From an optimization exercise on the open Yosys and OpenROAD flow, aimed at small area and a short achievable clock period; shortcuts taken in it are not production practice.
Only simulation tests tie the RTL to the original design; equivalence was not proved.

==> flow/design.v (outline; a module is shown in full before it is edited, if it fits) <==
// module hdl_cpu: 155 lines
// module memory_io: 48 lines
// module interrupt_controller: 81 lines
// module hazard_control_unit: 93 lines
// module timer: 34 lines
// module datapath: 365 lines
// module register_file: 47 lines
// module inst_word_sel_mux: 18 lines
// module fetch: 31 lines
// module prog_cntr_input_sel_mux: 32 lines
// module program_counter: 29 lines
// module if_id: 23 lines
// module decode: 71 lines
// module decode_logic: 499 lines
// module branch_resolution_logic: 69 lines
// module alu_forwarding_logic: 770 lines
// module id_ex_data_input_mux: 21 lines
// module id_ex: 91 lines
// module execute: 70 lines
// module alu_input_mux: 67 lines
// module alu: 59 lines
// module adder: 29 lines
// module multiplier: 27 lines
// module multiplier_core: 157 lines
// module bit_shifter: 31 lines
// module bitwise_logic_unit: 29 lines
// module ex_mem_data_input_mux: 32 lines
// module flags_register: 18 lines
// module memory_forwarding_logic: 566 lines
// module ex_mem: 90 lines
// module memory: 145 lines
// module mem_addr_sel_mux: 28 lines
// module mem_str_data_sel_mux: 66 lines
// module mem_wb_data_input_mux: 75 lines
// module sfr_file: 144 lines
// module sfr_sel_mux: 37 lines
// module mem_wb: 40 lines
module hdl_cpu(
	input clock,
	input nreset,
	output [13:0] prog_mem_addra,
	input [31:0] prog_mem_douta,
	input [7:0] prog_mem_doutb,
	output [15:0] addr_in,
	output [11:0] data_in,
	output main_mem_wen,
	input [7:0] main_mem_dout,
	output fb_wena,
	input [11:0] fb_douta,
	output call_stk_wen,
	output [7:0] call_stk_addr,
	output [13:0] call_stk_din,
	input [13:0] call_stk_dout,
	input vblank_int,
	input [7:0] prta_in,
	output [7:0] led,
	output [7:0] prta_out,
	output [7:0] prtb_out
);
  // ...
==> flow/run.sh <==
#!/bin/bash
# synth_recipe.tcl (not shown) runs the flow's synth.tcl, then flattens the netlist and writes it again
# the make line also repeats each setting of config.mk as NAME=value (left out here)
make -C /OpenROAD-flow-scripts/flow DESIGN_CONFIG=/design/flow/config.mk WORK_HOME=/design/flow/orfs CLKGATE_MAP_FILE= SYNTH_SCRIPT=/design/flow/synth_recipe.tcl finish
==> flow/config.mk <==
export PLATFORM = sky130hd
export DESIGN_NAME = hdl_cpu
export DESIGN_NICKNAME = hdl_cpu
export VERILOG_FILES = /design/flow/design.v
export SDC_FILE = /design/flow/constraint.sdc
export NUM_CORES = 4
export LEC_CHECK = 0
export CAP_MARGIN = 20
export CORE_MARGIN = 2
export CORE_UTILIZATION = 40
export SLEW_MARGIN = 20
==> flow/constraint.sdc <==
create_clock -name core_clock -period 20.0 [get_ports {clock}]
set_input_delay 4.0000 -clock core_clock [delete_from_list [all_inputs] [get_ports {clock}]]
set_output_delay 4.0000 -clock core_clock [all_outputs]
set_load 0.01 [all_outputs]
==> reports/qor.yml, run 1 <==
outcome: "finished clean"
cts_buffers: 101
final.setup.worst_slack_ns: 12.54
synth.ff_latch_count: 931
finalSetupTns_ns: 0
cts_num_sinks: 931
clk_root_buffer_cell: "clkbuf_16"
fp.coreArea_um2: 123000
clkPwrFrac_pct: 45.1
synth.top_cell.area_share_pct: 27.3
top_regs: "pipeline.memory_stage.sf_reg_file.sfr_array x256, pipeline.reg_file.reg_file x256, hardware_timer.timer_value x64"
design_area_um2: 56700
tightest_slew_ns: 1.29
cts_buffer_depth: 3
grt_pass1_wl_um: 346000
vdd_drop_max_mv: 0.0765
crit_family: "adder cells"
hold_end: "pipeline.ex_mem_register.mem_wen_out$_SDFF_PN0_"
die_area_um2: 127000
final_common_cell: "nor2_1"
cp_cell_sequence: "and2_1 > fa_1 > inv_1 > fa_1 > inv_1 > fa_1 > inv_1 > fa_1 > inv_1 > ha_1 > a21oi_1 > o21ai_0 > and2_1 > a211oi_1 > nor4_1 > nand3_1 > a21oi_1 > mux2_2 > o22ai_2 > and4b_1 > buf_4 > a22o_1"
yosys_warnings: 35
whs_ns: 0.421
dpl_worst_slack_ns: 12.59
finalWeightedCongestion: 1.10
grt_util_met3_pct: 9.73
==> module hdl_cpu, before the edit <==
module hdl_cpu(
	input clock,
	input nreset,
	output [13:0] prog_mem_addra,
	input [31:0] prog_mem_douta,
	input [7:0] prog_mem_doutb,
	output [15:0] addr_in,
	output [11:0] data_in,
	output main_mem_wen,
	input [7:0] main_mem_dout,
	output fb_wena,
	input [11:0] fb_douta,
	output call_stk_wen,
	output [7:0] call_stk_addr,
	output [13:0] call_stk_din,
	input [13:0] call_stk_dout,
	input vblank_int,
	input [7:0] prta_in,
	output [7:0] led,
	output [7:0] prta_out,
	output [7:0] prtb_out
);
	reg nreset_d;
	reg [7:0] prta_d;
	always @ (posedge clock)
	begin
		nreset_d <= nreset;
		prta_d <= prta_in;
	end
	wire [23:0] sfr_ctrl_next;
	wire call_stk_en;
	wire main_mem_en;
	wire fb_en;
	wire prog_mem_en;
	wire mem_wen;
	wire [11:0] data_out;
	memory_io mem_buffer(
		.call_stk_en(call_stk_en),
		.main_mem_en(main_mem_en),
		.prog_mem_en(prog_mem_en),
		.fb_en(fb_en),
		.mem_wen(mem_wen),
		.data_out(data_out),
		.call_stk_wen(call_stk_wen),
		.main_mem_wen(main_mem_wen),
		.main_mem_dout(main_mem_dout),
		.prog_mem_doutb(prog_mem_doutb),
		.frame_buf_wena(fb_wena),
		.frame_buf_douta(fb_douta)
	);
	wire [71:0] sfr_input;
	wire [111:0] sfr_output;
	assign sfr_input[7:0] = prta_d;
	assign prta_out = sfr_output[103:96];
	assign prtb_out = sfr_output[95:88];
	wire interrupt;
	wire [13:0] interrupt_vector_address;
	wire [3:0] hazard_control_unit_state;
	wire illegal_opcode_exception;
	wire timer_compare_match;
	interrupt_controller int_controller(
		.clock(clock),
		.nreset(nreset),
		.vblank_int(vblank_int),
		.illegal_opcode_exception(illegal_opcode_exception),
		.timer_compare_match(1'b0),
		.hazard_unit_state(hazard_control_unit_state),
		.interrupt(interrupt),
		.int_vec_addr(interrupt_vector_address),
		.control_reg(sfr_ctrl_next[15:8]),
		.mask_reg(sfr_ctrl_next[23:16])
	);
	wire [10:0] if_id_inst_low;
	wire [2:0] alu_flags;
	wire ret;
	wire halt;
	wire fetch_stl_req;
	wire dec_stl_req;
	wire take_branch_target;
	wire stall_fetch;
	wire stall_decode;
	wire [3:0] prog_cntr_load_sel;
	wire inst_word_sel;
	wire [31:0] hazard_instruction;
	wire [13:0] hazard_int_addr;
	hazard_control_unit hazard_unit(
		.clock(clock),
		.nreset(nreset),
		.nreset_d(nreset_d),
		.if_id_inst(if_id_inst_low),
		.alu_flags(alu_flags),
		.dec_stl_req(dec_stl_req),
		.interrupt(interrupt),
		.interrupt_vector_address(interrupt_vector_address),
		.stall_fetch(stall_fetch),
		.stall_decode(stall_decode),
		.prog_cntr_load_sel(prog_cntr_load_sel),
		.inst_word_sel(inst_word_sel),
		.new_inst_word(hazard_instruction),
		.prog_cntr_int_addr(hazard_int_addr),
		.control_state(hazard_control_unit_state)
	);
	timer hardware_timer(
		.clock(clock),
		.nreset(nreset),
		.control_reg(sfr_ctrl_next[7:0]),
		.timer_compare_value(sfr_output[87:24]),
		.timer_compare_match(timer_compare_match),
		.timer_value(sfr_input[71:8])
	);
	wire [15:0] memwb_data;
	wire [7:0] mem_wb_opcode;
	wire [1:0] reg_file_wen;
	wire mem_wb_reti_bit;
	datapath pipeline(
		.clock(clock),
		.nreset(nreset),
		.nreset_d(nreset_d),
		.sfr_ctrl_next(sfr_ctrl_next),
		.if_id_inst_low(if_id_inst_low),
		.alu_flags_out(alu_flags),
		.mem_wb_opcode(mem_wb_opcode),
		.mem_wb_reti_bit(mem_wb_reti_bit),
		.memwb_data(memwb_data),
		.reg_file_wen_ext(reg_file_wen),
		.prog_cntr_val(prog_mem_addra),
		.mem_fetch_instruction(prog_mem_douta),
		.main_mem_en(main_mem_en),
		.prog_mem_en(prog_mem_en),
		.fb_en(fb_en),
		.call_stk_en(call_stk_en),
		.mem_wen(mem_wen),
		.mem_addr(addr_in),
		.call_stk_addr(call_stk_addr),
		.write_data(data_in),
		.read_data(data_out),
		.call_stk_write_data(call_stk_din),
		.call_stk_read_data(call_stk_dout),
		.stall_fetch(stall_fetch),
		.stall_decode(stall_decode),
		.hazard_prog_cntr_sel(prog_cntr_load_sel),
		.inst_word_sel(inst_word_sel),
		.hazard_inst_word(hazard_instruction),
		.prog_cntr_int_addr(hazard_int_addr),
		.stall_fetch_req(fetch_stl_req),
		.stall_decode_req(dec_stl_req),
		.halt(halt),
		.take_branch_target(take_branch_target),
		.illegal_opcode_exception(illegal_opcode_exception),
		.return_in_pipeline(ret),
		.sfr_file_in(sfr_input),
		.sfr_file_out(sfr_output)
	);
	assign led = sfr_output[7:0];
endmodule
==> module hazard_control_unit, before the edit <==
module hazard_control_unit(
	input clock,
	input nreset,
	input nreset_d,
	input [10:0] if_id_inst,
	input [2:0] alu_flags,
	input dec_stl_req,
	input interrupt,
	input [13:0] interrupt_vector_address,
	output reg stall_fetch,
	output reg stall_decode,
	output reg [3:0] prog_cntr_load_sel,
	output reg inst_word_sel,
	output reg [31:0] new_inst_word,
	output reg [13:0] prog_cntr_int_addr,
	output [3:0] control_state
);
	reg [3:0] state_q;
	reg [3:0] base_state;
	reg cond;
	wire [7:0] op = if_id_inst[7:0];
	always @ (posedge clock)
		state_q <= state;
	always @ (*)
	begin
		case(state_q)
			4'h0 :
				if(op == 8'h43) base_state = 4'h5;
				else if(op == 8'h1F) base_state = 4'h1;
				else if(op == 8'h42) base_state = 4'h9;
				else if(dec_stl_req) base_state = 4'h4;
				else if(interrupt) base_state = 4'h2;
				else base_state = 4'h0;
			4'h1 : base_state = interrupt ? 4'h2 : 4'h1;
			4'h3, 4'h4 : base_state = interrupt ? 4'h2 : 4'h0;
			4'h5 : base_state = 4'h6;
			4'h6 : base_state = 4'h7;
			4'h7 : base_state = 4'h8;
			default : base_state = 4'h0;
		endcase
	end
	always @ (*)
	begin
		case(if_id_inst[9:8])
			2'b00 : cond = 1'b1;
			2'b01 : cond = alu_flags[2] == if_id_inst[10];
			2'b10 : cond = alu_flags[0] == if_id_inst[10];
			default : cond = alu_flags[1] == if_id_inst[10];
		endcase
	end
	wire take = (state_q == 4'h0) && (op == 8'h38) && cond;
	wire [3:0] state = ~nreset_d ? 4'h0 : take ? 4'h9 : base_state;
	always @ (*)
	begin
		stall_fetch = 1'b0;
		stall_decode = 1'b0;
		prog_cntr_load_sel = 4'b0010;
		inst_word_sel = 1'b0;
		new_inst_word = 32'h00000000;
		prog_cntr_int_addr = 14'h0000;
		case(state)
			4'h1, 4'h3, 4'h5, 4'h6, 4'h7 :
			begin
				stall_fetch = 1'b1;
				inst_word_sel = 1'b1;
			end
			4'h2 :
			begin
				prog_cntr_load_sel = 4'b0100;
				inst_word_sel = 1'b1;
				new_inst_word = {interrupt_vector_address, 18'h00042};
				prog_cntr_int_addr = interrupt_vector_address;
			end
			4'h4 :
			begin
				stall_fetch = 1'b1;
				stall_decode = 1'b1;
			end
			4'h8 :
			begin
				prog_cntr_load_sel = 4'b1000;
				inst_word_sel = 1'b1;
			end
			4'h9 :
			begin
				prog_cntr_load_sel = 4'b0001;
				inst_word_sel = 1'b1;
			end
			default : ;
		endcase
	end
	assign control_state = state;
endmodule
==> module datapath, before the edit <==
module datapath(
	input clock,
	input nreset,
	input nreset_d,
	output [23:0] sfr_ctrl_next,
	output [10:0] if_id_inst_low,
	output [2:0] alu_flags_out,
	output [7:0] mem_wb_opcode,
	output mem_wb_reti_bit,
	output [15:0] memwb_data,
	output [1:0] reg_file_wen_ext,
	output [13:0] prog_cntr_val,
	input [31:0] mem_fetch_instruction,
	output main_mem_en,
	output prog_mem_en,
	output fb_en,
	output call_stk_en,
	output mem_wen,
	output [15:0] mem_addr,
	output [7:0] call_stk_addr,
	output [11:0] write_data,
	input [11:0] read_data,
	output [13:0] call_stk_write_data,
	input [13:0] call_stk_read_data,
	input stall_fetch,
	input stall_decode,
	input [3:0] hazard_prog_cntr_sel,
	input inst_word_sel,
	input [31:0] hazard_inst_word,
	input [13:0] prog_cntr_int_addr,
	output stall_fetch_req,
	output stall_decode_req,
	output halt,
	output take_branch_target,
	output illegal_opcode_exception,
	output return_in_pipeline,
	input [71:0] sfr_file_in,
	output [111:0] sfr_file_out
);
	wire [1:0] reg_file_wen;
	wire [1:0] reg_file_wen_exmem;
	wire [15:0] execute_data_out;
	wire [15:0] memory_data_out;
	wire [1:0] reg_file_ren;
	wire [15:0] reg_file_rd_data;
	wire [15:0] reg_file_wr_data;
	wire [9:0] reg_file_rd_addr;
	wire [9:0] reg_file_wr_addr;
	register_file reg_file(
		.clock(clock),
		.nreset(nreset),
		.wr_en(reg_file_wen_exmem),
		.rd_en(reg_file_ren),
		.wr_addr(reg_file_wr_addr),
		.rd_addr(reg_file_rd_addr),
		.data_in(reg_file_wr_data),
		.data_out(reg_file_rd_data)
	);
	wire [31:0] if_id_inst;
	inst_word_sel_mux fetch_inst_word_sel_mux(
		.sel(inst_word_sel),
		.mem_inst_word(mem_fetch_instruction),
		.hazard_unit_inst_word(hazard_inst_word),
		.inst_word_out(if_id_inst)
	);
	wire [13:0] fetch_return_address;
	wire [13:0] ret_addr_wb;
	fetch fetch_stage(
		.clock(clock),
		.nreset(nreset),
		.stall(stall_fetch),
		.prog_mem_fetch_read_addr(prog_cntr_val),
		.prog_cntr_input_sel(hazard_prog_cntr_sel),
		.branch_target_address(if_id_inst_out[31:18]),
		.interrupt_branch_addr(prog_cntr_int_addr),
		.ret_addr_mem(ret_addr_wb),
		.ret_addr_out(fetch_return_address)
	);
	wire [31:0] if_id_inst_out;
	wire [13:0] if_id_ret_addr;
	wire stall_ifid;
	assign stall_ifid = stall_fetch & ~inst_word_sel;
	if_id if_id_register(
		.clock(clock),
		.nreset(nreset),
		.stall(stall_ifid),
		.instruction_in(if_id_inst),
		.instruction_out(if_id_inst_out),
		.return_addr_in(fetch_return_address),
		.return_addr_out(if_id_ret_addr)
	);
	assign reg_file_rd_addr = if_id_inst_out[17:8];
	wire [31:0] id_ex_instruction_out;
	wire [31:0] ex_mem_instruction_out;
	wire [31:0] mem_wb_instruction_out;
	wire [2:0] alu_flags;
	wire [4:0] alu_top_sel;
	wire [4:0] alu_bot_sel;
	wire [1:0] ex_mem_data_input_sel_dec;
	wire mem_wen_dec;
	wire main_mem_en_dec;
	wire fb_en_dec;
	wire call_stk_en_dec;
	wire prog_mem_en_dec;
	wire [6:0] mem_ptr_ctl_dec;
	wire [1:0] reg_file_wen_dec;
	wire [1:0] sfr_wren_dec;
	wire [15:0] id_ex_data;
	decode decode_stage(
		.clock(clock),
		.nreset(nreset),
		.reg_file_ren(reg_file_ren),
		.reg_file_data_top(reg_file_rd_data[15:8]),
		.reg_file_data_bot(reg_file_rd_data[7:0]),
		.take_branch_target(take_branch_target),
		.instruction_word(if_id_inst_out),
		.id_ex_instruction(id_ex_instruction_out),
		.ex_mem_instruction(ex_mem_instruction_out),
		.alu_flags(alu_flags),
		.alu_top_sel(alu_top_sel),
		.alu_bot_sel(alu_bot_sel),
		.ex_mem_data_input_sel(ex_mem_data_input_sel_dec),
		.mem_wen(mem_wen_decode),
		.main_memory_en(main_mem_en_dec),
		.fb_en(fb_en_dec),
		.call_stack_en(call_stk_en_dec),
		.prog_mem_en(prog_mem_en_dec),
		.mem_ptr_ctl(mem_ptr_ctl_dec),
		.reg_file_wen(reg_file_wen_dec),
		.sfr_file_wren(sfr_wren_dec),
		.id_ex_data_top(id_ex_data[15:8]),
		.id_ex_data_bot(id_ex_data[7:0]),
		.stall_fetch(stall_fetch_req),
		.stall_decode(stall_decode_req),
		.halt(halt),
		.illegal_opcode_exception(illegal_opcode_exception),
		.return_in_pipeline(return_in_pipeline)
	);
	wire [4:0] alu_top_sel_out;
	wire [4:0] alu_bot_sel_out;
	wire mem_wen_id_ex;
	wire main_mem_en_idex;
	wire fb_en_idex;
	wire call_stk_en_idex;
	wire prog_mem_en_idex;
	wire [6:0] mem_ptr_ctl_idex;
	wire call_stk_addr_sel_idex;
	wire stk_addr_sel_idex;
	wire [1:0] ex_mem_data_input_sel_idex;
	wire [1:0] reg_file_wen_idex;
	wire [1:0] sfr_wren_idex;
	wire [15:0] id_ex_data_out;
	wire [13:0] ret_addr_idex;
	id_ex id_ex_register(
		.clock(clock),
		.nreset(nreset),
		.stall(stall_decode),
		.alu_top_select_in(alu_top_sel),
		.alu_top_select_out(alu_top_sel_out),
		.alu_bot_select_in(alu_bot_sel),
		.alu_bot_select_out(alu_bot_sel_out),
		.id_ex_top_in(id_ex_data[15:8]),
		.id_ex_top_out(id_ex_data_out[15:8]),
		.id_ex_bot_in(id_ex_data[7:0]),
		.id_ex_bot_out(id_ex_data_out[7:0]),
		.instruction_in(if_id_inst_out),
		.instruction_out(id_ex_instruction_out),
		.mem_wen_in(mem_wen_decode),
		.mem_wen_out(mem_wen_id_ex),
		.main_memory_enable_in(main_mem_en_dec),
		.main_memory_enable_out(main_mem_en_idex),
		.frame_buffer_enable_in(fb_en_dec),
		.frame_buffer_enable_out(fb_en_idex),
		.call_stack_enable_in(call_stk_en_dec),
		.call_stack_enable_out(call_stk_en_idex),
		.prog_mem_enable_in(prog_mem_en_dec),
		.prog_mem_enable_out(prog_mem_en_idex),
		.mem_ptr_ctl_in(mem_ptr_ctl_dec),
		.mem_ptr_ctl_out(mem_ptr_ctl_idex),
		.stk_addr_sel_in(mem_ptr_ctl_dec[1]),
		.stk_addr_sel_out(stk_addr_sel_idex),
		.call_stk_addr_sel_in(mem_ptr_ctl_dec[2]),
		.call_stk_addr_sel_out(call_stk_addr_sel_idex),
		.ex_mem_data_input_sel_in(ex_mem_data_input_sel_dec),
		.ex_mem_data_input_sel_out(ex_mem_data_input_sel_idex),
		.reg_file_wen_in(reg_file_wen_dec),
		.reg_file_wen_out(reg_file_wen_idex),
		.sfr_file_wren_in(sfr_wren_dec),
		.sfr_file_wren_out(sfr_wren_idex),
		.call_addr_in(if_id_ret_addr),
		.call_addr_out(ret_addr_idex)
	);
	wire [15:0] ex_mem_data_out;
	wire [7:0] alu_opa_next;
	wire [7:0] alu_opb_next;
	alu_input_mux alu_mux_next(
		.alu_input_sel_top(alu_top_sel),
		.alu_input_sel_bot(alu_bot_sel),
		.id_ex_data_top(id_ex_data[15:8]),
		.id_ex_data_bot(id_ex_data[7:0]),
		.ex_mem_top(execute_data_out[15:8]),
		.ex_mem_bot(execute_data_out[7:0]),
		.mem_wb_top(memory_data_out[15:8]),
		.mem_wb_bot(memory_data_out[7:0]),
		.alu_data_input_top(alu_opa_next),
		.alu_data_input_bot(alu_opb_next)
	);
	reg [7:0] alu_opa;
	reg [7:0] alu_opb;
	always @ (posedge clock)
	begin
		if(nreset == 1'b0 || stall_decode == 1'b1)
		begin
			alu_opa <= 8'h00;
			alu_opb <= 8'h00;
		end
		else
		begin
			alu_opa <= alu_opa_next ^ {8{if_id_inst_out[20]}};
			alu_opb <= alu_opb_next;
		end
	end
	wire [4:0] sfr_input_sel_ex;
	wire [4:0] mem_str_data_sel_top_ex;
	wire [4:0] mem_str_data_sel_bot_ex;
	wire [3:0] mem_wb_data_sel_top_ex;
	wire [6:0] mem_wb_data_sel_bot_ex;
	execute execute_stage(
		.clock(clock),
		.nreset(nreset),
		.alu_opa(alu_opa),
		.alu_opb(alu_opb),
		.data_in_top(id_ex_data_out[15:8]),
		.data_in_bot(id_ex_data_out[7:0]),
		.instruction(id_ex_instruction_out),
		.ex_mem_data_input_sel(ex_mem_data_input_sel_idex),
		.flags_out(alu_flags),
		.ex_mem_operation(ex_mem_instruction_out),
		.mem_wb_operation(mem_wb_instruction_out),
		.ex_mem_data_top(ex_mem_data_out[15:8]),
		.ex_mem_data_bot(ex_mem_data_out[7:0]),
		.mem_wb_data_top(mem_wb_data_out[15:8]),  
		.mem_wb_data_bot(mem_wb_data_out[7:0]),
		.data_out_top(execute_data_out[15:8]),
		.data_out_bot(execute_data_out[7:0]),
		.sfr_input_sel(sfr_input_sel_ex),
		.mem_str_data_sel_top(mem_str_data_sel_top_ex),
		.mem_str_data_sel_bot(mem_str_data_sel_bot_ex),
		.mem_wb_data_sel_top(mem_wb_data_sel_top_ex),
		.mem_wb_data_sel_bot(mem_wb_data_sel_bot_ex)
	);
	wire [6:0] mem_ptr_ctl_exmem;
	wire call_stk_addr_sel_exmem;
	wire stk_addr_sel_exmem;
	wire [1:0] sfr_wren_exmem;
	wire [4:0] sfr_input_sel_exmem;
	wire [4:0] mem_str_data_sel_top_exmem;
	wire [4:0] mem_str_data_sel_bot_exmem;
	wire [3:0] mem_wb_data_sel_top_exmem;
	wire [6:0] mem_wb_data_sel_bot_exmem;
	ex_mem ex_mem_register(
		.clock(clock),
		.nreset(nreset),
		.data_top_in(execute_data_out[15:8]),
		.data_top_out(ex_mem_data_out[15:8]),
		.data_bot_in(execute_data_out[7:0]),
		.data_bot_out(ex_mem_data_out[7:0]),
		.instruction_in(id_ex_instruction_out),
		.instruction_out(ex_mem_instruction_out),
		.mem_wen_in(mem_wen_id_ex),
		.mem_wen_out(mem_wen),
		.main_memory_enable_in(main_mem_en_idex),
		.main_memory_enable_out(main_mem_en),
		.frame_buffer_enable_in(fb_en_idex),
		.frame_buffer_enable_out(fb_en),
		.call_stack_enable_in(call_stk_en_idex),
		.call_stack_enable_out(call_stk_en),
		.prog_mem_enable_in(prog_mem_en_idex),
		.prog_mem_enable_out(prog_mem_en),
		.mem_ptr_ctl_in(mem_ptr_ctl_idex),
		.mem_ptr_ctl_out(mem_ptr_ctl_exmem),
		.call_stk_addr_sel_in(call_stk_addr_sel_idex),
		.call_stk_addr_sel_out(call_stk_addr_sel_exmem),
		.stk_addr_sel_in(stk_addr_sel_idex),
		.stk_addr_sel_out(stk_addr_sel_exmem),
		.mem_wb_data_sel_top_in(mem_wb_data_sel_top_ex),
		.mem_wb_data_sel_top_out(mem_wb_data_sel_top_exmem),
		.mem_wb_data_sel_bot_in(mem_wb_data_sel_bot_ex),
		.mem_wb_data_sel_bot_out(mem_wb_data_sel_bot_exmem),
		.sfr_file_input_sel_in(sfr_input_sel_ex),
		.sfr_file_input_sel_out(sfr_input_sel_exmem),
		.mem_str_data_sel_top_in(mem_str_data_sel_top_ex),
		.mem_str_data_sel_top_out(mem_str_data_sel_top_exmem),
		.mem_str_data_sel_bot_in(mem_str_data_sel_bot_ex),
		.mem_str_data_sel_bot_out(mem_str_data_sel_bot_exmem),
		.reg_file_wen_in(reg_file_wen_idex),
		.reg_file_wen_out(reg_file_wen_exmem),
		.sfr_file_wren_in(sfr_wren_idex),
		.sfr_file_wren_out(sfr_wren_exmem),
		.call_addr_in(ret_addr_idex),
		.call_addr_out(call_stk_write_data)
	);
	wire [15:0] mem_wb_tm1_data_out;
	memory memory_stage(
		.clock(clock),
		.nreset(nreset),
		.data_in_top(ex_mem_data_out[15:8]),
		.data_in_bot(ex_mem_data_out[7:0]),
		.instruction(ex_mem_instruction_out),
		.mem_wb_data_input_sel_top(mem_wb_data_sel_top_exmem),
		.mem_wb_data_input_sel_bot(mem_wb_data_sel_bot_exmem),
		.sfr_file_input_sel(sfr_input_sel_exmem),
		.mem_ptr_ctl(mem_ptr_ctl_exmem),
		.call_stk_addr_sel(call_stk_addr_sel_exmem),
		.stk_addr_sel(stk_addr_sel_exmem),
		.mem_str_data_input_sel_top(mem_str_data_sel_top_exmem),
		.mem_str_data_input_sel_bot(mem_str_data_sel_bot_exmem),
		.sfr_file_wren(sfr_wren_exmem),
		.data_out_top(memory_data_out[15:8]),
		.data_out_bot(memory_data_out[7:0]),
		.mem_wb_top(mem_wb_data_out[15:8]),
		.mem_wb_bot(mem_wb_data_out[7:0]),
		.mem_wb_tm1_top(mem_wb_tm1_data_out[15:8]),
		.mem_wb_tm1_bot(mem_wb_tm1_data_out[7:0]),
		.address(mem_addr),
		.call_stack_ptr(call_stk_addr),
		.mem_read_data(read_data),
		.mem_write_data(write_data),
		.sfr_file_in(sfr_file_in), 					 
		.sfr_file_out(sfr_file_out),
		.nreset_d(nreset_d),
		.sfr_ctrl_next(sfr_ctrl_next),
		.addr_sel_next(id_ex_instruction_out[19:18]),
		.stk_addr_sel_next(stk_addr_sel_idex),
		.call_stk_addr_sel_next(call_stk_addr_sel_idex),
		.mem_str_data_input_sel_top_next(mem_str_data_sel_top_ex),
		.mem_str_data_input_sel_bot_next(mem_str_data_sel_bot_ex),
		.ex_mem_data_next(execute_data_out)
	);
	wire [15:0] mem_wb_data_out;
	mem_wb mem_wb_register(
		.clock(clock),
		.nreset(nreset),
		.data_top_in(memory_data_out[15:8]),
		.data_top_out(mem_wb_data_out[15:8]),
		.data_bot_in(memory_data_out[7:0]),
		.data_bot_out(mem_wb_data_out[7:0]),
		.data_tm1_top(mem_wb_tm1_data_out[15:8]),
		.data_tm1_bot(mem_wb_tm1_data_out[7:0]),
		.instruction_in(ex_mem_instruction_out),
		.instruction_out(mem_wb_instruction_out),
		.reg_file_wen_in(reg_file_wen_exmem),
		.reg_file_wen_out(reg_file_wen),
		.ret_addr_in(call_stk_read_data), 				 
		.ret_addr_out(ret_addr_wb)
	);
	assign if_id_inst_low = if_id_inst_out[10:0];
	assign alu_flags_out = alu_flags;
	assign reg_file_wr_data = memory_data_out;
	assign memwb_data = mem_wb_data_out;
	assign reg_file_wen_ext = reg_file_wen; 
	assign reg_file_wr_addr = ex_mem_instruction_out[17:8];
	assign mem_wb_opcode = mem_wb_instruction_out[7:0];
	assign mem_wb_reti_bit = mem_wb_instruction_out[20];
endmodule
==> module fetch, before the edit <==
module fetch(
	input clock,
	input nreset,
	input stall,
	output [13:0] prog_mem_fetch_read_addr,
	input [3:0] prog_cntr_input_sel,   		 
	input [13:0] branch_target_address,
	input [13:0] interrupt_branch_addr,
	input [13:0] ret_addr_mem,
	output [13:0] ret_addr_out
);
	wire [13:0] next_prog_cntr;
	wire [13:0] prog_cntr_load_val;
	prog_cntr_input_sel_mux	input_mux(
		.sel_signals(prog_cntr_input_sel),
		.next_prog_cntr(next_prog_cntr),
		.branch_target_addr(branch_target_address),
		.int_branch_addr(interrupt_branch_addr),
		.ret_addr(ret_addr_mem),
		.prog_cntr_load_val(prog_cntr_load_val)
	);
	program_counter prog_cntr(
		.clock(clock),
		.nreset(nreset),
		.stall(stall),
		.load_value(prog_cntr_load_val),
		.next_prog_cntr(next_prog_cntr),
		.prog_mem_addr_fetch(prog_mem_fetch_read_addr)
	);
	assign ret_addr_out = next_prog_cntr;
endmodule
==> module program_counter, before the edit <==
module program_counter(
	input clock,
	input nreset,
	input stall,
	input [13:0] load_value,
	output [13:0] next_prog_cntr,
	output [13:0] prog_mem_addr_fetch
);
	reg [13:0] value;
	wire [13:0] next_value;
	always @ (posedge clock)
	begin
		if(nreset == 1'b0)
		begin
			value <= 0;
		end
		else if(stall == 1'b0)
		begin
			value <= load_value;
		end
		else
		begin
			value <= value;
		end
	end
    assign next_value = value + 1;
    assign next_prog_cntr = next_value;
	assign prog_mem_addr_fetch = value;
endmodule
==> module if_id, before the edit <==
module if_id(
	input clock,
	input nreset,
	input stall,
	input [31:0] instruction_in,
	output reg [31:0] instruction_out,
	input [13:0] return_addr_in,
	output reg [13:0] return_addr_out
);
	always @ (posedge clock)
	begin
		if(nreset == 1'b0)
		begin
			instruction_out <= 32'h00000000;
			return_addr_out <= 0;
		end
		else if(stall == 1'b0)
		begin
			instruction_out <= instruction_in;
			return_addr_out <= return_addr_in;
		end
	end
endmodule
==> module alu_input_mux, before the edit <==
module alu_input_mux(
	input [4:0] alu_input_sel_top,
	input [4:0] alu_input_sel_bot,
	input [7:0] id_ex_data_top,
	input [7:0] id_ex_data_bot,
	input [7:0] ex_mem_top,
	input [7:0] ex_mem_bot,
	input [7:0] mem_wb_top,
	input [7:0] mem_wb_bot,
	output reg [7:0] alu_data_input_top,
	output reg [7:0] alu_data_input_bot
);
	always @ (*)
	begin
		if(alu_input_sel_top == 5'b00001)
		begin
			alu_data_input_top <= id_ex_data_top;
		end
		else if(alu_input_sel_top == 5'b00010)
		begin
			alu_data_input_top <= ex_mem_top;
		end
		else if(alu_input_sel_top == 5'b00100)
		begin
			alu_data_input_top <= ex_mem_bot;
		end
		else if(alu_input_sel_top == 5'b01000)
		begin
			alu_data_input_top <= mem_wb_top;
		end
		else if(alu_input_sel_top == 5'b10000)
		begin
			alu_data_input_top <= mem_wb_bot;
		end
		else
		begin
			alu_data_input_top <= 8'h00;
		end
	end
	always @ (*)
	begin
		if(alu_input_sel_bot == 5'b00001)
		begin
			alu_data_input_bot <= id_ex_data_bot;
		end
		else if(alu_input_sel_bot == 5'b00010)
		begin
			alu_data_input_bot <= ex_mem_top;
		end
		else if(alu_input_sel_bot == 5'b00100)
		begin
			alu_data_input_bot <= ex_mem_bot;
		end
		else if(alu_input_sel_bot == 5'b01000)
		begin
			alu_data_input_bot <= mem_wb_top;
		end
		else if(alu_input_sel_bot == 5'b10000)
		begin
			alu_data_input_bot <= mem_wb_bot;
		end
		else
		begin
			alu_data_input_bot <= 8'h00;
		end
	end
endmodule
==> module adder, before the edit <==
module adder(
	input clock,
	input nreset,
	input add_sub,
	input oe,
	input [7:0] primary_operand,
	input [7:0] secondary_operand,
	output [2:0] flags,
	output [7:0] result
);
	wire [2:0] flag_result;
	reg [8:0] value;
	always @ (*)
	begin
		if(add_sub == 1'b1)
		begin
			value <= primary_operand + secondary_operand;
		end
		else
		begin
			value <= primary_operand - secondary_operand;
		end
	end
    assign flag_result[0] = (value[7:0] == 8'h00) ? 1'b1 : 1'b0;
    assign flag_result[1] = value[7] ? 1'b1 : 1'b0;
    assign flag_result[2] = value[8];
	assign flags = oe ? flag_result : 3'b000;
	assign result = oe ? value[7:0] : 8'h00;
endmodule
==> module multiplier, before the edit <==
module multiplier(
	input clock,
	input nreset,
	input [7:0] primary_operand,
	input [7:0] secondary_operand,
	input oe,
	output [2:0] flags,
	output [15:0] mult_out
);
	reg [15:0] result;
	wire [2:0] flags_result;
	wire [15:0] product;
	multiplier_core mul_core(
		.a(primary_operand),
		.b(secondary_operand),
		.p(product)
	);
	always @ (*)
	begin
		result = product;
	end
    assign flags_result[0] = (result == 16'h0000) ? 1'b1 : 1'b0;
    assign flags_result[1] = result[15] ? 1'b1 : 1'b0;
    assign flags_result[2] = 0;
	assign flags = oe ? flags_result : 3'b000;
	assign mult_out = oe ? result : 16'h0000;  
endmodule
==> module mem_str_data_sel_mux, before the edit <==
module mem_str_data_sel_mux(
	input [4:0] sel_signal_top,
	input [4:0] sel_signal_bot,
	input [7:0] ex_mem_data_top,
	input [7:0] ex_mem_data_bot,
	input [7:0] mem_wb_data_top,
	input [7:0] mem_wb_data_bot,
	input [7:0] mem_wb_tm1_data_top,
	input [7:0] mem_wb_tm1_data_bot,
	output reg [11:0] mem_data
);
	always @ (*)
	begin
		if(sel_signal_top == 5'b00001)
		begin
			mem_data[11:8] <= ex_mem_data_top[3:0];
		end
		else if(sel_signal_top == 5'b00010)
		begin
			mem_data[11:8] <= mem_wb_data_top[3:0];
		end
		else if(sel_signal_top == 5'b00100)
		begin
			mem_data[11:8] <= mem_wb_data_bot[3:0];
		end
		else if(sel_signal_top == 5'b01000)
		begin
			mem_data[11:8] <= mem_wb_tm1_data_top[3:0];
		end
		else if(sel_signal_top == 5'b10000)
		begin
			mem_data[11:8] <= mem_wb_tm1_data_bot[3:0];
		end
		else
		begin
			mem_data[11:8] <= 0;
		end
	end
	always @ (*)
	begin
		if(sel_signal_bot == 5'b00001)
		begin
			mem_data[7:0] <= ex_mem_data_bot;
		end
		else if(sel_signal_bot == 5'b00010)
		begin
			mem_data[7:0] <= mem_wb_data_top;
		end
		else if(sel_signal_bot == 5'b00100)
		begin
			mem_data[7:0] <= mem_wb_data_bot;
		end
		else if(sel_signal_bot == 5'b01000)
		begin
			mem_data[7:0] <= mem_wb_tm1_data_top;
		end
		else if(sel_signal_bot == 5'b10000)
		begin
			mem_data[7:0] <= mem_wb_tm1_data_bot;
		end
		else
		begin
			mem_data[7:0] <= 0;
		end
	end
endmodule
==> module mem_wb_data_input_mux, before the edit <==
module mem_wb_data_input_mux(
	input [3:0] sel_signals_top,
	input [6:0] sel_signals_bot,
	input [7:0] sfr_data, 			 
	input [7:0] ex_mem_data_top,
	input [7:0] ex_mem_data_bot,
	input [3:0] ld_res_top,
	input [7:0] ld_res_bot,
	input [7:0] mem_wb_top,
	input [7:0] mem_wb_bot,
	input [7:0] mem_wb_tm1_top,
	input [7:0] mem_wb_tm1_bot,
	output reg [7:0] mem_data_out_top,
	output reg [7:0] mem_data_out_bot
);
	always @ (*)
	begin
		if(sel_signals_top == 4'b0001)
		begin
			mem_data_out_top <= ex_mem_data_top;
		end
		else if(sel_signals_top == 4'b0010)
		begin
			mem_data_out_top[3:0] <= ld_res_top;
			mem_data_out_top[7:4] <= 4'h0;
		end
		else if(sel_signals_top == 4'b0100)
		begin
			mem_data_out_top <= mem_wb_tm1_top;
		end
		else if(sel_signals_top == 4'b1000)
		begin
			mem_data_out_top <= mem_wb_tm1_bot;
		end
		else
		begin
			mem_data_out_top <= 8'h00;
		end
	end
	always @ (*)
	begin
		if(sel_signals_bot == 7'b0000001)
		begin
			mem_data_out_bot <= sfr_data;
		end
		else if(sel_signals_bot == 7'b0000010)
		begin
			mem_data_out_bot <= ex_mem_data_bot;
		end
		else if(sel_signals_bot == 7'b0000100)
		begin
			mem_data_out_bot <= ld_res_bot;
		end
		else if(sel_signals_bot == 7'b0001000)
		begin
			mem_data_out_bot <= mem_wb_top;
		end
		else if(sel_signals_bot == 7'b0010000)
		begin
			mem_data_out_bot <= mem_wb_bot;
		end
		else if(sel_signals_bot == 7'b0100000)
		begin
			mem_data_out_bot <= mem_wb_tm1_top;
		end
		else if(sel_signals_bot == 7'b1000000)
		begin
			mem_data_out_bot <= mem_wb_tm1_bot;
		end
		else
		begin
			mem_data_out_bot <= 8'h00;
		end
	end
endmodule
==> module sfr_file, before the edit <==
module sfr_file(
	input clock,
	input nreset,
	input nreset_d,
	input [6:0] mem_ptr_ctl_signals,  	 
	input call_stk_addr_sel,
	input stk_addr_sel,
	input [1:0] wren,
	input [4:0] wr_addr,
	input [7:0] write_data,
	input [4:0] rd_addr,
	output [7:0] read_data,
	output [15:0] stack_ptr,
	output [15:0] x_ptr,
	output [15:0] y_ptr,
	output [15:0] z_ptr,
	output [7:0] call_stk_ptr,
	input [71:0] sfr_file_in,
	output [111:0] sfr_file_out,
	output [23:0] ctrl_next,
	output [71:0] ptr_next
);
	integer i;
	reg [7:0] sfr_array [0:31];
	wire [15:0] x_intermediate;
	assign x_intermediate[15:8] = sfr_array[3];
	assign x_intermediate[7:0] = sfr_array[2];
	wire [15:0] x_inc;
	wire [15:0] y_intermediate;
	assign y_intermediate[15:8] = sfr_array[5];
	assign y_intermediate[7:0] = sfr_array[4];
	wire [15:0] y_inc;
	wire [15:0] z_intermediate;
	assign z_intermediate[15:8] = sfr_array[7];
	assign z_intermediate[7:0] = sfr_array[6];
	wire [15:0] z_inc;
	wire [15:0] stk_ptr_intermediate;
	assign stk_ptr_intermediate[15:8] = sfr_array[1];
	assign stk_ptr_intermediate[7:0] = sfr_array[0];
	wire [15:0] stk_ptr_dec;
	wire [15:0] stk_ptr_inc;
	wire [7:0] call_stk_inc;
	wire [7:0] call_stk_dec;
	reg [7:0] sfr_next [0:31];
	always @ (*)
	begin
		for(i=0;i<32;i=i+1)
			sfr_next[i] = sfr_array[i];
		if(wren[0] == 1'b1)
		begin
			for(i=0;i<32;i=i+1)
				if(wr_addr == i)
					sfr_next[i] = write_data;
		end
		else
		begin
			case(mem_ptr_ctl_signals)
				7'b0000010 :
				begin
					sfr_next[0] = stk_ptr_inc[7:0];
					sfr_next[1] = stk_ptr_inc[15:8];
				end
				7'b0000001 :
				begin
					sfr_next[0] = stk_ptr_dec[7:0];
					sfr_next[1] = stk_ptr_dec[15:8];
				end
				7'b0000100 : sfr_next[9] = call_stk_dec;
				7'b0001000 : sfr_next[9] = call_stk_inc;
				7'b0010000 :
				begin
					sfr_next[2] = x_inc[7:0];
					sfr_next[3] = x_inc[15:8];
				end
				7'b0100000 :
				begin
					sfr_next[4] = y_inc[7:0];
					sfr_next[5] = y_inc[15:8];
				end
				7'b1000000 :
				begin
					sfr_next[6] = z_inc[7:0];
					sfr_next[7] = z_inc[15:8];
				end
				default : ;
			endcase
			sfr_next[23] = sfr_file_in[7:0]; 	 
			sfr_next[24] = sfr_file_in[15:8]; 	 
			sfr_next[25] = sfr_file_in[23:16]; 	 
			sfr_next[26] = sfr_file_in[31:24]; 	 
			sfr_next[27] = sfr_file_in[39:32]; 	 
			sfr_next[28] = sfr_file_in[47:40]; 	 
			sfr_next[29] = sfr_file_in[55:48]; 	 
			sfr_next[30] = sfr_file_in[63:56]; 	 
			sfr_next[31] = sfr_file_in[71:64]; 	 
		end
		if(nreset_d == 1'b0)
			for(i=0;i<32;i=i+1)
				sfr_next[i] = 8'h00;
	end
	always @ (posedge clock)
		for(i=0;i<32;i=i+1)
			sfr_array[i] <= sfr_next[i];
	assign ptr_next = {sfr_next[9], sfr_next[7], sfr_next[6], sfr_next[5], sfr_next[4], sfr_next[3], sfr_next[2], sfr_next[1], sfr_next[0]};
	assign ctrl_next = {sfr_next[12], sfr_next[11], sfr_next[8]};
	assign stack_ptr[7:0] = stk_addr_sel ? stk_ptr_inc : sfr_array[0];
	assign stack_ptr[15:8] = stk_addr_sel ? stk_ptr_inc : sfr_array[1];
	assign x_ptr[7:0] = sfr_array[2];
	assign x_ptr[15:8] = sfr_array[3];
	assign y_ptr[7:0] = sfr_array[4];
	assign y_ptr[15:8] = sfr_array[5];
	assign z_ptr[7:0] = sfr_array[6];
	assign z_ptr[15:8] = sfr_array[7];
	assign x_inc = x_intermediate + 1;
	assign y_inc = y_intermediate + 1;
	assign z_inc = z_intermediate + 1;
	assign stk_ptr_inc = stk_ptr_intermediate + 1;
	assign stk_ptr_dec = stk_ptr_intermediate - 1;
	assign call_stk_inc = sfr_array[9] + 1;
	assign call_stk_dec = sfr_array[9] - 1;
	assign call_stk_ptr = call_stk_addr_sel ? call_stk_dec : sfr_array[9];
	assign sfr_file_out[7:0] = sfr_array[10]; 	 
	assign sfr_file_out[15:8] = sfr_array[11];
	assign sfr_file_out[23:16] = sfr_array[12];
	assign sfr_file_out[31:24] = sfr_array[13]; 	 
	assign sfr_file_out[40:32] = sfr_array[14]; 	 
	assign sfr_file_out[48:41] = sfr_array[15]; 	 
	assign sfr_file_out[56:49] = sfr_array[16]; 	 
	assign sfr_file_out[63:57] = sfr_array[17]; 	 
	assign sfr_file_out[71:64] = sfr_array[18]; 	 
	assign sfr_file_out[79:72] = sfr_array[19]; 	 
	assign sfr_file_out[87:80] = sfr_array[20]; 	 
	assign sfr_file_out[95:88] = sfr_array[21];
	assign sfr_file_out[103:96] = sfr_array[22]; 	 
	assign sfr_file_out[111:104] = sfr_array[8]; 	 
	reg [7:0] rd_data;
	always @ (*)
	begin
		rd_data = 8'h00;
		for(i=0;i<32;i=i+1)
			rd_data = rd_data | (sfr_array[i] & {8{wren[1] && rd_addr == i}});
	end
	assign read_data = rd_data;
endmodule
==> module sfr_sel_mux, before the edit <==
module sfr_sel_mux(
	input [4:0] sel_signals,
	input [7:0] ex_mem_data_bot,
	input [7:0] mem_wb_data_top,
	input [7:0] mem_wb_data_bot,
	input [7:0] mem_wb_tm1_data_top,
	input [7:0] mem_wb_tm1_data_bot,
	output reg [7:0] sfr_data_input
);
	always @ (*)
	begin
		if(sel_signals == 5'b00001)
		begin
			sfr_data_input <= ex_mem_data_bot;
		end
		else if(sel_signals == 5'b00010)
		begin
			sfr_data_input <= mem_wb_data_top;
		end
		else if(sel_signals == 5'b00100)
		begin
			sfr_data_input <= mem_wb_data_bot;
		end
		else if(sel_signals == 5'b01000)
		begin
			sfr_data_input <= mem_wb_tm1_data_top;
		end
		else if(sel_signals == 5'b10000)
		begin
			sfr_data_input <= mem_wb_tm1_data_bot;
		end
		else
		begin
			sfr_data_input <= 8'h00;
		end
	end
endmodule
==> run 2: changes to the inputs <==
--- a/flow/design.v
+++ b/flow/design.v
@@ -74,4 +74,5 @@
 	wire [2:0] alu_flags;
 	wire ret;
+	wire take_branch;
 	wire halt;
 	wire fetch_stl_req;
@@ -99,5 +100,6 @@
 		.new_inst_word(hazard_instruction),
 		.prog_cntr_int_addr(hazard_int_addr),
-		.control_state(hazard_control_unit_state)
+		.control_state(hazard_control_unit_state),
+		.take_branch(take_branch)
 	);
 	timer hardware_timer(
@@ -138,4 +140,5 @@
 		.call_stk_read_data(call_stk_dout),
 		.stall_fetch(stall_fetch),
+		.take_branch(take_branch),
 		.stall_decode(stall_decode),
 		.hazard_prog_cntr_sel(prog_cntr_load_sel),
@@ -298,5 +301,6 @@
 	output reg [31:0] new_inst_word,
 	output reg [13:0] prog_cntr_int_addr,
-	output [3:0] control_state
+	output [3:0] control_state,
+	output take_branch
 );
 	reg [3:0] state_q;
@@ -335,4 +339,6 @@
 	wire take = (state_q == 4'h0) && (op == 8'h38) && cond;
 	wire [3:0] state = ~nreset_d ? 4'h0 : take ? 4'h9 : base_state;
+	wire [3:0] base_eff = ~nreset_d ? 4'h0 : base_state;
+	assign take_branch = nreset_d & take;
 	always @ (*)
 	begin
@@ -343,5 +349,5 @@
 		new_inst_word = 32'h00000000;
 		prog_cntr_int_addr = 14'h0000;
-		case(state)
+		case(base_eff)
 			4'h1, 4'h3, 4'h5, 4'h6, 4'h7 :
 			begin
@@ -435,4 +441,5 @@
 	input [13:0] call_stk_read_data,
 	input stall_fetch,
+	input take_branch,
 	input stall_decode,
 	input [3:0] hazard_prog_cntr_sel,
@@ -481,4 +488,5 @@
 		.nreset(nreset),
 		.stall(stall_fetch),
+		.take(take_branch),
 		.prog_mem_fetch_read_addr(prog_cntr_val),
 		.prog_cntr_input_sel(hazard_prog_cntr_sel),
@@ -496,4 +504,5 @@
 		.nreset(nreset),
 		.stall(stall_ifid),
+		.take(take_branch),
 		.instruction_in(if_id_inst),
 		.instruction_out(if_id_inst_out),
@@ -844,4 +853,5 @@
 	input nreset,
 	input stall,
+	input take,
 	output [13:0] prog_mem_fetch_read_addr,
 	input [3:0] prog_cntr_input_sel,   		 
@@ -865,4 +875,6 @@
 		.nreset(nreset),
 		.stall(stall),
+		.take(take),
+		.branch_target(branch_target_address),
 		.load_value(prog_cntr_load_val),
 		.next_prog_cntr(next_prog_cntr),
@@ -907,4 +919,6 @@
 	input nreset,
 	input stall,
+	input take,
+	input [13:0] branch_target,
 	input [13:0] load_value,
 	output [13:0] next_prog_cntr,
@@ -919,4 +933,8 @@
 			value <= 0;
 		end
+		else if(take == 1'b1)
+		begin
+			value <= branch_target;
+		end
 		else if(stall == 1'b0)
 		begin
@@ -936,4 +954,5 @@
 	input nreset,
 	input stall,
+	input take,
 	input [31:0] instruction_in,
 	output reg [31:0] instruction_out,
@@ -948,4 +967,9 @@
 			return_addr_out <= 0;
 		end
+		else if(take == 1'b1)
+		begin
+			instruction_out <= 32'h00000000;
+			return_addr_out <= return_addr_in;
+		end
 		else if(stall == 1'b0)
 		begin
@@ -2560,55 +2584,6 @@
 	always @ (*)
 	begin
-		if(alu_input_sel_top == 5'b00001)
-		begin
-			alu_data_input_top <= id_ex_data_top;
-		end
-		else if(alu_input_sel_top == 5'b00010)
-		begin
-			alu_data_input_top <= ex_mem_top;
-		end
-		else if(alu_input_sel_top == 5'b00100)
-		begin
-			alu_data_input_top <= ex_mem_bot;
-		end
-		else if(alu_input_sel_top == 5'b01000)
-		begin
-			alu_data_input_top <= mem_wb_top;
-		end
-		else if(alu_input_sel_top == 5'b10000)
-		begin
-			alu_data_input_top <= mem_wb_bot;
-		end
-		else
-		begin
-			alu_data_input_top <= 8'h00;
-		end
-	end
-	always @ (*)
-	begin
-		if(alu_input_sel_bot == 5'b00001)
-		begin
-			alu_data_input_bot <= id_ex_data_bot;
-		end
-		else if(alu_input_sel_bot == 5'b00010)
-		begin
-			alu_data_input_bot <= ex_mem_top;
-		end
-		else if(alu_input_sel_bot == 5'b00100)
-		begin
-			alu_data_input_bot <= ex_mem_bot;
-		end
-		else if(alu_input_sel_bot == 5'b01000)
-		begin
-			alu_data_input_bot <= mem_wb_top;
-		end
-		else if(alu_input_sel_bot == 5'b10000)
-		begin
-			alu_data_input_bot <= mem_wb_bot;
-		end
-		else
-		begin
-			alu_data_input_bot <= 8'h00;
-		end
+		alu_data_input_top = ({8{alu_input_sel_top[0]}} & id_ex_data_top) | ({8{alu_input_sel_top[1]}} & ex_mem_top) | ({8{alu_input_sel_top[2]}} & ex_mem_bot) | ({8{alu_input_sel_top[3]}} & mem_wb_top) | ({8{alu_input_sel_top[4]}} & mem_wb_bot);
+		alu_data_input_bot = ({8{alu_input_sel_bot[0]}} & id_ex_data_bot) | ({8{alu_input_sel_bot[1]}} & ex_mem_top) | ({8{alu_input_sel_bot[2]}} & ex_mem_bot) | ({8{alu_input_sel_bot[3]}} & mem_wb_top) | ({8{alu_input_sel_bot[4]}} & mem_wb_bot);
 	end
 endmodule
@@ -2695,5 +2670,7 @@
 		end
 	end
-    assign flag_result[0] = (value[7:0] == 8'h00) ? 1'b1 : 1'b0;
+    wire [7:0] sum_xor = primary_operand ^ secondary_operand;
+    wire [7:0] sum_or = primary_operand | secondary_operand;
+    assign flag_result[0] = add_sub ? (sum_xor == {sum_or[6:0], 1'b0}) : (primary_operand == secondary_operand);
     assign flag_result[1] = value[7] ? 1'b1 : 1'b0;
     assign flag_result[2] = value[8];
@@ -2722,5 +2699,5 @@
 		result = product;
 	end
-    assign flags_result[0] = (result == 16'h0000) ? 1'b1 : 1'b0;
+    assign flags_result[0] = (primary_operand == 8'h00) || (secondary_operand == 8'h00);
     assign flags_result[1] = result[15] ? 1'b1 : 1'b0;
     assign flags_result[2] = 0;
@@ -3835,57 +3812,9 @@
 	output reg [11:0] mem_data
 );
+	wire [4:0] sel_top = (sel_signal_top == 5'b10001) ? 5'b00000 : sel_signal_top;
 	always @ (*)
 	begin
-		if(sel_signal_top == 5'b00001)
-		begin
-			mem_data[11:8] <= ex_mem_data_top[3:0];
-		end
-		else if(sel_signal_top == 5'b00010)
-		begin
-			mem_data[11:8] <= mem_wb_data_top[3:0];
-		end
-		else if(sel_signal_top == 5'b00100)
-		begin
-			mem_data[11:8] <= mem_wb_data_bot[3:0];
-		end
-		else if(sel_signal_top == 5'b01000)
-		begin
-			mem_data[11:8] <= mem_wb_tm1_data_top[3:0];
-		end
-		else if(sel_signal_top == 5'b10000)
-		begin
-			mem_data[11:8] <= mem_wb_tm1_data_bot[3:0];
-		end
-		else
-		begin
-			mem_data[11:8] <= 0;
-		end
-	end
-	always @ (*)
-	begin
-		if(sel_signal_bot == 5'b00001)
-		begin
-			mem_data[7:0] <= ex_mem_data_bot;
-		end
-		else if(sel_signal_bot == 5'b00010)
-		begin
-			mem_data[7:0] <= mem_wb_data_top;
-		end
-		else if(sel_signal_bot == 5'b00100)
-		begin
-			mem_data[7:0] <= mem_wb_data_bot;
-		end
-		else if(sel_signal_bot == 5'b01000)
-		begin
-			mem_data[7:0] <= mem_wb_tm1_data_top;
-		end
-		else if(sel_signal_bot == 5'b10000)
-		begin
-			mem_data[7:0] <= mem_wb_tm1_data_bot;
-		end
-		else
-		begin
-			mem_data[7:0] <= 0;
-		end
+		mem_data[11:8] = ({4{sel_top[0]}} & ex_mem_data_top[3:0]) | ({4{sel_top[1]}} & mem_wb_data_top[3:0]) | ({4{sel_top[2]}} & mem_wb_data_bot[3:0]) | ({4{sel_top[3]}} & mem_wb_tm1_data_top[3:0]) | ({4{sel_top[4]}} & mem_wb_tm1_data_bot[3:0]);
+		mem_data[7:0] = ({8{sel_signal_bot[0]}} & ex_mem_data_bot) | ({8{sel_signal_bot[1]}} & mem_wb_data_top) | ({8{sel_signal_bot[2]}} & mem_wb_data_bot) | ({8{sel_signal_bot[3]}} & mem_wb_tm1_data_top) | ({8{sel_signal_bot[4]}} & mem_wb_tm1_data_bot);
 	end
 endmodule
@@ -3907,60 +3836,6 @@
 	always @ (*)
 	begin
-		if(sel_signals_top == 4'b0001)
-		begin
-			mem_data_out_top <= ex_mem_data_top;
-		end
-		else if(sel_signals_top == 4'b0010)
-		begin
-			mem_data_out_top[3:0] <= ld_res_top;
-			mem_data_out_top[7:4] <= 4'h0;
-		end
-		else if(sel_signals_top == 4'b0100)
-		begin
-			mem_data_out_top <= mem_wb_tm1_top;
-		end
-		else if(sel_signals_top == 4'b1000)
-		begin
-			mem_data_out_top <= mem_wb_tm1_bot;
-		end
-		else
-		begin
-			mem_data_out_top <= 8'h00;
-		end
-	end
-	always @ (*)
-	begin
-		if(sel_signals_bot == 7'b0000001)
-		begin
-			mem_data_out_bot <= sfr_data;
-		end
-		else if(sel_signals_bot == 7'b0000010)
-		begin
-			mem_data_out_bot <= ex_mem_data_bot;
-		end
-		else if(sel_signals_bot == 7'b0000100)
-		begin
-			mem_data_out_bot <= ld_res_bot;
-		end
-		else if(sel_signals_bot == 7'b0001000)
-		begin
-			mem_data_out_bot <= mem_wb_top;
-		end
-		else if(sel_signals_bot == 7'b0010000)
-		begin
-			mem_data_out_bot <= mem_wb_bot;
-		end
-		else if(sel_signals_bot == 7'b0100000)
-		begin
-			mem_data_out_bot <= mem_wb_tm1_top;
-		end
-		else if(sel_signals_bot == 7'b1000000)
-		begin
-			mem_data_out_bot <= mem_wb_tm1_bot;
-		end
-		else
-		begin
-			mem_data_out_bot <= 8'h00;
-		end
+		mem_data_out_top = ({8{sel_signals_top[0]}} & ex_mem_data_top) | ({8{sel_signals_top[1]}} & {4'h0, ld_res_top}) | ({8{sel_signals_top[2]}} & mem_wb_tm1_top) | ({8{sel_signals_top[3]}} & mem_wb_tm1_bot);
+		mem_data_out_bot = ({8{sel_signals_bot[0]}} & sfr_data) | ({8{sel_signals_bot[1]}} & ex_mem_data_bot) | ({8{sel_signals_bot[2]}} & ld_res_bot) | ({8{sel_signals_bot[3]}} & mem_wb_top) | ({8{sel_signals_bot[4]}} & mem_wb_bot) | ({8{sel_signals_bot[5]}} & mem_wb_tm1_top) | ({8{sel_signals_bot[6]}} & mem_wb_tm1_bot);
 	end
 endmodule
@@ -4008,4 +3883,17 @@
 	wire [7:0] call_stk_inc;
 	wire [7:0] call_stk_dec;
+	reg [15:0] ptr_src;
+	always @ (*)
+	begin
+		case(mem_ptr_ctl_signals)
+			7'b0000100, 7'b0001000 : ptr_src = {8'h00, sfr_array[9]};
+			7'b0010000 : ptr_src = {sfr_array[3], sfr_array[2]};
+			7'b0100000 : ptr_src = {sfr_array[5], sfr_array[4]};
+			7'b1000000 : ptr_src = {sfr_array[7], sfr_array[6]};
+			default : ptr_src = {sfr_array[1], sfr_array[0]};
+		endcase
+	end
+	wire ptr_dec = (mem_ptr_ctl_signals == 7'b0000001) || (mem_ptr_ctl_signals == 7'b0000100);
+	wire [15:0] ptr_res = ((ptr_src ^ {16{ptr_dec}}) + 16'd1) ^ {16{ptr_dec}};
 	reg [7:0] sfr_next [0:31];
 	always @ (*)
@@ -4022,30 +3910,24 @@
 		begin
 			case(mem_ptr_ctl_signals)
-				7'b0000010 :
+				7'b0000010, 7'b0000001 :
 				begin
-					sfr_next[0] = stk_ptr_inc[7:0];
-					sfr_next[1] = stk_ptr_inc[15:8];
+					sfr_next[0] = ptr_res[7:0];
+					sfr_next[1] = ptr_res[15:8];
 				end
-				7'b0000001 :
-				begin
-					sfr_next[0] = stk_ptr_dec[7:0];
-					sfr_next[1] = stk_ptr_dec[15:8];
-				end
-				7'b0000100 : sfr_next[9] = call_stk_dec;
-				7'b0001000 : sfr_next[9] = call_stk_inc;
+				7'b0000100, 7'b0001000 : sfr_next[9] = ptr_res[7:0];
 				7'b0010000 :
 				begin
-					sfr_next[2] = x_inc[7:0];
-					sfr_next[3] = x_inc[15:8];
+					sfr_next[2] = ptr_res[7:0];
+					sfr_next[3] = ptr_res[15:8];
 				end
 				7'b0100000 :
 				begin
-					sfr_next[4] = y_inc[7:0];
-					sfr_next[5] = y_inc[15:8];
+					sfr_next[4] = ptr_res[7:0];
+					sfr_next[5] = ptr_res[15:8];
 				end
 				7'b1000000 :
 				begin
-					sfr_next[6] = z_inc[7:0];
-					sfr_next[7] = z_inc[15:8];
+					sfr_next[6] = ptr_res[7:0];
+					sfr_next[7] = ptr_res[15:8];
 				end
 				default : ;
@@ -4119,30 +4001,5 @@
 );
 	always @ (*)
-	begin
-		if(sel_signals == 5'b00001)
-		begin
-			sfr_data_input <= ex_mem_data_bot;
-		end
-		else if(sel_signals == 5'b00010)
-		begin
-			sfr_data_input <= mem_wb_data_top;
-		end
-		else if(sel_signals == 5'b00100)
-		begin
-			sfr_data_input <= mem_wb_data_bot;
-		end
-		else if(sel_signals == 5'b01000)
-		begin
-			sfr_data_input <= mem_wb_tm1_data_top;
-		end
-		else if(sel_signals == 5'b10000)
-		begin
-			sfr_data_input <= mem_wb_tm1_data_bot;
-		end
-		else
-		begin
-			sfr_data_input <= 8'h00;
-		end
-	end
+		sfr_data_input = ({8{sel_signals[0]}} & ex_mem_data_bot) | ({8{sel_signals[1]}} & mem_wb_data_top) | ({8{sel_signals[2]}} & mem_wb_data_bot) | ({8{sel_signals[3]}} & mem_wb_tm1_data_top) | ({8{sel_signals[4]}} & mem_wb_tm1_data_bot);
 endmodule
 module mem_wb(
==> reports/qor.yml, run 2 <==
outcome: "finished clean"
wire_per_inst_um: 33.7
finalWeightedCongestion: 1.07  # -3.2%
power_density_nw_per_um2: 78.2
setup_viol: 0
cts_tree: "yes"
cp-end-kind: "register"
dr.pass1.iters: 10
cts_htree_levels: 3
synthDistinctLibCells: 105
cp_cell_sequence: "buf_4 > buf_4 > inv_2 > buf_4 > nor2_1 > nand2_1 > mux2i_1"
total_power_mw: 4.34
seq_area_frac_synth_pct: 44.0
cap_violations: 0
hpwl_um: 173000
synth.top_cell.area_share_pct: 28.1  # +0.77 points
area_growth_pct: 15.2
cts.repair.resized: 0
synth_area_leader_cell: "dfxtp_1"
synthesis.nets: 5533
cts_buffer_depth: 3  # unchanged
required_ns: 20.61
min_path_type: "register to register"
rrSetupSlack_ns: 13.20
via_per_inst: 6.73
design_area_um2: 55500  # -2.0%
place_area_um2: 51800
yosysMostFrequentCell: "dfxtp_1"
finalCritPeriodShare_pct: 34.4
ant_nets: 0
postLayoutCoreUtil_pct: 46.4
avgSynthCellArea_um2: 8.99
grt_start_max_net_pins: 121
whs_ns: 0.425  # +0.00347 ns
ys_top_cells_by_area: "dfxtp_1, edfxtp_1, nor2_1"
path_common_cell: "buf_4"
layout.nets: 5580
fp.dieW_um: 351
synth.ff_latch_count: 931  # unchanged
cp_slowest_cell: "buf_4"
vdd_drop_max_mv: 0.0803  # +4.9%
fin_worst_skew_ns: 0.0245
fp-row-count: 127
period_needed_ns: 6.87
top_regs: "pipeline.memory_stage.sf_reg_file.sfr_array x256, pipeline.reg_file.reg_file x256, hardware_timer.timer_value x64"
rr_endpoint: "pipeline.fetch_stage.prog_cntr.value[9]$_SDFFE_PN0P_"
holdBufCountCts: 0
io_buffers: 175
grt_pass1_wl_um: 333000  # -3.7%
tightest_slew_ns: 1.23  # -0.0613 ns
cp_max_fo: 120
vias: 47800
synth_ff_type: "dfxtp_1"
final_layout_size_suffix_gt1_share_pct: 8.13
fp.coreArea_um2: 120000  # -3.0%
final_common_cell: "dfxtp_1"
boundaryPins: 176
path_clk_slew_ns: 0.06
crit_family: "buffers and inverters"
max_clock_freq_ghz: 0.146
drt_iter0_markers: 7578
overflow: 0
clk_latency_ns: 0.71
clk_root_buffer_cell: "clkbuf_16"
mostFrequentLayoutCells: "dfxtp_1, nor2_1, nand2_1"
cts_buffers: 103  # +2.0%
worstRegToRegCells: 20
grt_pass1_vias: 44000
cp-start-kind: "input port"
slew_headroom_pct: 17.8
initial_utilization_pct: 40.2
cp-endpoint: "pipeline.alu_opa[4]$_SDFF_PP0_"
netlist_area_um2: 48200
power_leakage_nw: 19.3
grt_usage_pct: 37.6
arrival_ns: 7.48
crit_type: "input port to register"
synth_edf_count: 256
ys_top_cells_by_count: "dfxtp_1, nor2_1, nand2_1, clkbuf_1, o22ai_1"
maxSlewViolCount: 0
slowest_delay_ns: 0.92
cp_num_buf_inv: 4
r2r-start: "pipeline.alu_opb[1]$_SDFF_PP0_"
cp-startpoint: "nreset"
post_cts_buffers: 0
die_area_um2: 123000  # -2.7%
hold_viol: 0
yosys_warnings: 35  # unchanged
rsz0062_at_grt: "false"
antenna_found_initial: 9
cts_num_sinks: 931  # unchanged
async_flop_share_pct: 0
routed_wl_um: 239000
post-route-drc-count: 0
die_y_um: 351
syn_inst: 5356
worst-path-stages: 7
finalSetupTns_ns: 0  # unchanged
==> run 2: cell count changes after synthesis, moves of 34 or more <==
| cell | delta |
|---|---|
| nor2_1 | -170 |
| nand2_1 | +78 |
| a22oi_1 | +75 |
| nand4_1 | -47 |
| o211ai_1 | +47 |
| mux2i_1 | -44 |
| o221ai_1 | +44 |
| nor3_1 | -42 |
| a21oi_1 | +40 |
| and3_1 | -39 |
| a211oi_1 | -34 |
==> run 2: area by class of cell <==
type                    count  area, µm²
fillers                 11500      64200
multi-input cells        3910      25300
flip-flops and latches    931      21200
clock buffers             151       3080
repair buffers            320       2840
well taps                1612       2020
clock inverters            38        552
inverters                 137        519
diodes                      3       7.51
==> run 2: logic make-up after synthesis <==
| kind of cell | after synthesis | synth area share (%) |
|---|---|---|
| AO/OA/AOI/OAI | 1680 | 24.6 |
| XOR/XNOR | 205 | 3.77 |
| adder cells (fa/ha/maj) | 92 | 2.98 |
| buffers and inverters | 515 | 4.10 |
| flip-flops | 931 | 44.0 |
| multiplexers | 78 | 1.91 |
| AND/OR/NAND/NOR | 1855 | 18.6 |
==> run 2: how the worst min path moves through the flow <==
stage | start | end | slack [ns] | depth (start not counted)
final | pipeline.id_ex_register.call_addr_out[2]$_SDFF_PP0_ | pipeline.ex_mem_register.call_addr_out[2]$_SDFF_PN0_ | 0.42 | 1
after global routing | pipeline.id_ex_register.call_addr_out[9]$_SDFF_PP0_ | pipeline.ex_mem_register.call_addr_out[9]$_SDFF_PN0_ | 0.44 | 1
after CTS | pipeline.id_ex_register.mem_wen_out$_SDFF_PP0_ | pipeline.ex_mem_register.mem_wen_out$_SDFF_PN0_ | 0.42 | 1
after detailed placement | pipeline.id_ex_register.call_addr_out[10]$_SDFF_PP0_ | pipeline.ex_mem_register.call_addr_out[10]$_SDFF_PN0_ | 0.42 | 1
after global placement | pipeline.id_ex_register.mem_wen_out$_SDFF_PP0_ | pipeline.ex_mem_register.mem_wen_out$_SDFF_PN0_ | 0.41 | 1
after floorplan | pipeline.id_ex_register.call_addr_out[0]$_SDFF_PP0_ | pipeline.ex_mem_register.call_addr_out[0]$_SDFF_PN0_ | 0.41 | 1
==> run 2: stage by stage <==
stage	instances	setup WS (ns)
4_1_cts	7098	13.22
3_5_place_dp	6909	12.48
5_1_grt	7099	12.85
2_1_floorplan	5356	14.13
3_3_place_gp	6909	12.62
6_report	7102	13.13
==> run 2: metal layers <==
layer  part of all wire (%)  GRT usage, %
met1                     38          48.9
met2                     42          54.8
met3                     12          9.93
met4                    8.2          24.9
met5                  0.089             0
==> run 2: report_power, final <==
part	total, mW	internal [mW]	switching [mW]
sequential	2.03	1.97	0.0631
combinational	0.255	0.0827	0.172
clock	2.05	1.21	0.837

-- what the ideal ports hide --
The results above use ideal ports. As a check the final layouts listed here were re-extracted and re-timed, cells and wires unchanged. Step 1 assumes that a clkbuf_16 drives the clock port and a buf_2 every other input. Step 2, shift: input delay + t, output delay - t, t = (earliest + latest rising clock arrival at the registers) / 2. This alone moves slack from input paths to output paths. Three values: no drivers, after step 1, after step 2; two values: the first two.
run | shift t [ns] | slack for setup (ns) | worst data-port slew with drivers (ns)
run 1 | 0.799 | 12.537 / 12.537 / 12.537 | 0.07
run 2 | 0.780 | 13.129 / 13.183 / 12.403 | 0.06
After both steps every run listed still meets setup and hold. The setup slack of run 2, which loses most, moves by +0.054 ns with the drivers and by -0.726 ns with both steps.
